This design comes from an exercise in tuning for small area on the open sky130 flow, not from production work.
The RTL was checked by simulation tests, not by an equivalence proof against the original design.
The flow treats the clock pin as an ideal source. Dropping or thinning the clock tree relies on that and would not hold on a real chip.
No activity file was given, so power comes from the tool's default toggle rates.

Setup of lagoon:
Design a_buf, start of the top module:
module a_buf(
	input  							clk,
	input  							rst_n,
	input  [0:0] 					wr_a_buf_valid_i,
	input  [0:0] 					wr_a_buf_id_i,
	input  [3-1:0] wr_a_buf_data_width_i,
	input  [128-1:0] wr_a_buf_data_i,
	input  [0:0] 					rd_a_buf_valid_i,
	input  [0:0] 					rd_a_buf_id_i,
	output [0:0] 					rd_a_buf_ret_valid_o,
	output [128-1:0] rd_a_buf_ret_data_o
);
	localparam H  = 4;
	localparam NC = 2 * H * H;
	wire d_by = wr_a_buf_data_width_i[0];
	wire d_hf = wr_a_buf_data_width_i[1];
	wire d_wd = wr_a_buf_data_width_i[2];
	reg  [0:0]      rd_a_buf_id_r;
	reg  [32*NC-1:0] c;
	wire [31:0] din [0:H-1];
genvar b, i, j, k;
generate
for (i = 0; i < H; i = i + 1) begin : g_din
	assign din[i][7:0]   = d_by ? wr_a_buf_data_i[i*8+:8] :
	                       d_hf ? wr_a_buf_data_i[i*16+:8] : wr_a_buf_data_i[i*32+:8];
	assign din[i][15:8]  = d_hf ? wr_a_buf_data_i[i*16+8+:8] : wr_a_buf_data_i[i*32+8+:8];
	assign din[i][31:16] = wr_a_buf_data_i[i*32+16+:16];
end
for (b = 0; b < 2; b = b + 1) begin : g_b
	wire w      = wr_a_buf_valid_i & (wr_a_buf_id_i == b);
	wire by     = w & d_by;
	wire hf     = w & d_hf;
  ...
Size: roughly 4300 cells after synthesis, roughly 1000 flip-flops, about 270 I/O pins, ~0.043 mm² of cells after synthesis.
clock: 7.0 ns
lec_check: 0
cap_margin: 2
core_margin: 2
core_utilization: 60
place_density: 0.7
slew_margin: 2
synth_hierarchical: 1
synth_minimum_keep_size: 0
standard.sh (not shown) runs the stock make flow with config.mk's settings and CLKGATE_MAP_FILE= SYNTH_SCRIPT=/design/flow/synth_recipe.tcl, a recipe that flattens the netlist after the stock synthesis.
==> flow/flow/run.sh <==
#!/bin/bash
# Layout flow: the standard ORFS flow (standard.sh) run on a private copy
# of the ORFS scripts that differs in three places:
#  - abc_area.script: ABC maps for area only (strash; dc2; dch; amap),
#  - synth.tcl: module a_buf_pos4 is mapped by ABC with flow/abc_pos.script,
#  - cts.tcl: the clock tree is built by flow/clock_tree.tcl (small inverters
#    over compact groups of flip-flops) instead of TritonCTS.
# Ports get the smallest buffer. Each tool's output goes to the logs in orfs/logs;
# the make output of each part goes to synth.log and layout.log here.
set -euo pipefail
W=$(pwd)
rm -rf "$W/scripts"
cp -r "$FLOW_HOME/scripts" "$W/scripts"
cp "$W/flow/abc_area.script" "$W/scripts/abc_area.script"
grep -q '  log_cmd abc {\*}$abc_args' "$W/scripts/synth.tcl"
sed -i 's#^  log_cmd abc {\*}$abc_args#  log_cmd abc -script $::env(POS_ABC_SCRIPT) {*}[lrange $abc_args 2 end] a_buf_pos4\n&#' "$W/scripts/synth.tcl"
export POS_ABC_SCRIPT="$W/flow/abc_pos.script"
grep -q 'log_cmd clock_tree_synthesis {\*}$cts_args' "$W/scripts/cts.tcl"
sed -i 's#log_cmd clock_tree_synthesis {\*}$cts_args#source $::env(MYCTS_TCL)#' "$W/scripts/cts.tcl"

export MYCTS_TCL="$W/flow/clock_tree.tcl"
export MYCTS_LEVELS="inv_8:20 inv_16:13"
export BUFFER_PORTS_ARGS="-buffer_cell sky130_fd_sc_hd__buf_1"

bash standard.sh SCRIPTS_DIR="$W/scripts" ABC_AREA=1 synth > "$W/synth.log" 2>&1
bash standard.sh SCRIPTS_DIR="$W/scripts" BUFFER_PORTS_ARGS="$BUFFER_PORTS_ARGS" finish > "$W/layout.log" 2>&1
==> flow/flow/clock_tree.tcl <==
# Clock tree built by recursive bisection of the sinks: each level groups the
# pins below it into compact groups of at most n, each driven by one cell at
# the group centroid; the clock port drives the top level.
set block [ord::get_db_block]
set db [ord::get_db]
set clk_port_net [$block findNet [expr {[info exists ::env(MYCTS_CLK)] ? $::env(MYCTS_CLK) : "clk"}]]
# MYCTS_LEVELS: from the flip-flops up, "cell:group_size ..."; the port drives the last level
set levels $::env(MYCTS_LEVELS)

# sinks: every instance pin on the clock net except the port
set sinks {}
foreach it [$clk_port_net getITerms] {
  set inst [$it getInst]
  set bb [$inst getBBox]
  set x [expr {([$bb xMin] + [$bb xMax]) / 2}]
  set y [expr {([$bb yMin] + [$bb yMax]) / 2}]
  lappend sinks [list $x $y $it]
}
puts "MYCTS sinks [llength $sinks]"

# split points into groups of at most n by recursive bisection along the wider side
proc bisect {pts n} {
  set cnt [llength $pts]
  set g [expr {($cnt + $n - 1) / $n}]
  set xs [lsort -integer [lmap p $pts {lindex $p 0}]]
  set ys [lsort -integer [lmap p $pts {lindex $p 1}]]
  set w [expr {[lindex $xs end] - [lindex $xs 0]}]
  set h [expr {[lindex $ys end] - [lindex $ys 0]}]
  # a group wider or taller than maxspan (dbu) is split even when small enough
  if {$g <= 1 && ($cnt <= 1 || max($w, $h) <= $::maxspan)} { return [list $pts] }
  if {$g <= 1} { set g 2 }
  set idx [expr {$w >= $h ? 0 : 1}]
  set sorted [lsort -integer -index $idx $pts]
  set g1 [expr {$g / 2}]
  set c1 [expr {($cnt * $g1 + $g / 2) / $g}]
  set a [lrange $sorted 0 [expr {$c1 - 1}]]
  set b [lrange $sorted $c1 end]
  return [concat [bisect $a $n] [bisect $b $n]]
}

proc centroid {pts} {
  set sx 0; set sy 0
  foreach p $pts { incr sx [lindex $p 0]; incr sy [lindex $p 1] }
  set c [llength $pts]
  return [list [expr {$sx / $c}] [expr {$sy / $c}]]
}

set core [$block getCoreArea]
proc place_at {inst xy} {
  global core
  set m [$inst getMaster]
  set x [expr {[lindex $xy 0] - [$m getWidth] / 2}]
  set y [expr {[lindex $xy 1] - [$m getHeight] / 2}]
  set x [expr {max([$core xMin], min($x, [$core xMax] - [$m getWidth]))}]
  set y [expr {max([$core yMin], min($y, [$core yMax] - [$m getHeight]))}]
  $inst setLocation $x $y
  $inst setPlacementStatus PLACED
}

set nb 0
proc new_buf {master name xy} {
  global block
  set inst [odb::dbInst_create $block $master $name]
  place_at $inst $xy
  set out [odb::dbNet_create $block "${name}_o"]
  $out setSigType CLOCK
  set o [$inst findITerm X]
  if {$o eq "NULL"} { set o [$inst findITerm Y] }
  $o connect $out
  return [list $inst $out]
}

set pins $sinks
set lv 0
foreach spec $levels {
  lassign [split $spec :] cell n span
  set ::maxspan [expr {$span eq "" ? 1e12 : int($span * 1000)}]
  set m [$db findMaster sky130_fd_sc_hd__$cell]
  set next {}
  set gi 0
  foreach grp [bisect $pins $n] {
    set xy [centroid $grp]
    lassign [new_buf $m "clktree_${lv}_$gi" $xy] inst out
    foreach p $grp {
      set it [lindex $p 2]
      if {[$it getNet] ne "NULL"} { $it disconnect }
      $it connect $out
    }
    lappend next [list {*}$xy [$inst findITerm A]]
    incr gi
  }
  puts "MYCTS level $lv $cell groups $gi"
  set pins $next
  incr lv
}
foreach p $pins { [lindex $p 2] connect $clk_port_net }
$clk_port_net setSigType CLOCK
set_propagated_clock [all_clocks]
Other scripts of this flow, unchanged in this note and not shown: flow/flow/abc_area.script, flow/flow/abc_pos.script
Changes in umber relative to lagoon:
# lagoon
export LEC_CHECK = 0
export CAP_MARGIN = 2
export CORE_MARGIN = 2
export CORE_UTILIZATION = 60
export PLACE_DENSITY = 0.7
export SLEW_MARGIN = 2
export SYNTH_HIERARCHICAL = 1
export SYNTH_MINIMUM_KEEP_SIZE = 0
create_clock -name core_clock -period 7.0 [get_ports {clk}]
# umber
export LEC_CHECK = 0
export CAP_MARGIN = 0
export CORE_MARGIN = 2
export CORE_UTILIZATION = 60
export PLACE_DENSITY = 0.7
export SLEW_MARGIN = 0
export SYNTH_HIERARCHICAL = 1
export SYNTH_MINIMUM_KEEP_SIZE = 0
create_clock -name core_clock -period 7.0 [get_ports {clk}]
Results
The total count of hold-check failures in the final report was comparable across lagoon and umber. Comparing umber against lagoon, there is no change at all in wire length. Changes observed in umber relative to lagoon: final-report setup violation count saw little to no change, critical path depth level.
Here is what was changed in the inputs of ember compared with umber.
# umber
export LEC_CHECK = 0
export CAP_MARGIN = 0
export CORE_MARGIN = 2
export CORE_UTILIZATION = 60
export PLACE_DENSITY = 0.7
export SLEW_MARGIN = 0
export SYNTH_HIERARCHICAL = 1
export SYNTH_MINIMUM_KEEP_SIZE = 0
create_clock -name core_clock -period 7.0 [get_ports {clk}]
# ember
export LEC_CHECK = 0
export CAP_MARGIN = 2
export CORE_MARGIN = 2
export CORE_UTILIZATION = 60
export PLACE_DENSITY = 0.7
export SLEW_MARGIN = 2
export SYNTH_HIERARCHICAL = 1
export SYNTH_MINIMUM_KEEP_SIZE = 0
create_clock -name core_clock -period 7.0 [get_ports {clk}]
--- a/flow/flow/run.sh
+++ b/flow/flow/run.sh
@@ -20,5 +20,5 @@
 
 export MYCTS_TCL="$W/flow/clock_tree.tcl"
-export MYCTS_LEVELS="inv_8:20 inv_16:13"
+export MYCTS_LEVELS="inv_4:10 inv_16:26"
 export BUFFER_PORTS_ARGS="-buffer_cell sky130_fd_sc_hd__buf_1"
 
--- outcome ---
On number of fill cells: between ember and umber, it ends up lower for ember.
Diff umber..ember | area overhead of the layout relative to synthesis | negligible
Diff umber -> ember | sum of internal, switching and leakage power | up slightly
Between umber and ember, the share of cell area taken by flip-flops and latches does not differ in any meaningful way.
ember and umber ended up with nearly the same proportion of power drawn by combinational gates.
ember against umber: sum of routed wire length over all layers went up 0.73%; shortest clock period the worst path allows after layout shrank by 12 ps.
Modified inputs, violet compared to ember
--- a/flow/flow/run.sh
+++ b/flow/flow/run.sh
@@ -20,5 +20,5 @@
 
 export MYCTS_TCL="$W/flow/clock_tree.tcl"
-export MYCTS_LEVELS="inv_4:10 inv_16:26"
+export MYCTS_LEVELS="inv_8:22 inv_16:12"
 export BUFFER_PORTS_ARGS="-buffer_cell sky130_fd_sc_hd__buf_1"
 
--- outcome ---
ember was routed with more vias than violet. c[83] as the end of the critical path was reported by violet, and c[526] by ember. Comparing ember with violet, the length of routed met2 wiring came out essentially unchanged. Comparing ember with violet, the combinational gate power came out essentially unchanged.
[inputs] delta vs violet
# violet
export LEC_CHECK = 0
export CAP_MARGIN = 2
export CORE_MARGIN = 2
export CORE_UTILIZATION = 60
export PLACE_DENSITY = 0.7
export SLEW_MARGIN = 2
export SYNTH_HIERARCHICAL = 1
export SYNTH_MINIMUM_KEEP_SIZE = 0
create_clock -name core_clock -period 7.0 [get_ports {clk}]
# delta
export LEC_CHECK = 0
export CAP_MARGIN = 0
export CORE_MARGIN = 2
export CORE_UTILIZATION = 60
export PLACE_DENSITY = 0.7
export SLEW_MARGIN = 0
export SYNTH_HIERARCHICAL = 1
export SYNTH_MINIMUM_KEEP_SIZE = 0
create_clock -name core_clock -period 7.0 [get_ports {clk}]
- Comparing violet against delta, there is no change at all in mean routed wirelength per cell.
- violet → delta: total core area now sits at about the same level; fraction of area in multi-input gates now sits at about the same level; count of buffers from port buffering now sits at about the same level.
In every run of this note, the design's own scripts or RTL, not TritonCTS, make the clock network.

-- what the ideal ports hide --
The results above use ideal ports. As a check the final layouts listed here were re-extracted and re-timed, cells and wires unchanged.
Step 1 assumes that a clkbuf_16 drives the clock port and a buf_2 every other input.
Step 2, shift: input delay + t, output delay - t, t = (earliest + latest rising clock arrival at the registers) / 2. This alone moves slack from input paths to output paths.
a / b / c = ideal ports / drivers / drivers and shift; a / b = the first two.
run	t, ns	slack for setup (ns)	worst hold slack (ns)	latest minus earliest clock arrival (ns)	slew at the worst register clock pin (ns)
lagoon	0.502	2.078 / 2.292 / 1.816	0.481 / 0.482 / 0.482	0.028 / 0.027	0.11 / 0.11
umber	0.502	2.078 / 2.292 / 1.816	0.481 / 0.482 / 0.482	0.028 / 0.027	0.11 / 0.11
ember	0.524	2.090 / 2.299 / 1.817	0.484 / 0.485 / 0.485	0.023 / 0.025	0.11 / 0.12
violet	0.498	2.024 / 2.262 / 1.764	0.490 / 0.491 / 0.491	0.024 / 0.026	0.12 / 0.13
delta	0.498	2.024 / 2.262 / 1.764	0.490 / 0.491 / 0.491	0.024 / 0.026	0.12 / 0.13
After both steps setup and hold are still met in every run listed. For ember, which loses most, drivers alone change the setup slack by +0.209 ns; drivers and shift together by -0.273 ns.
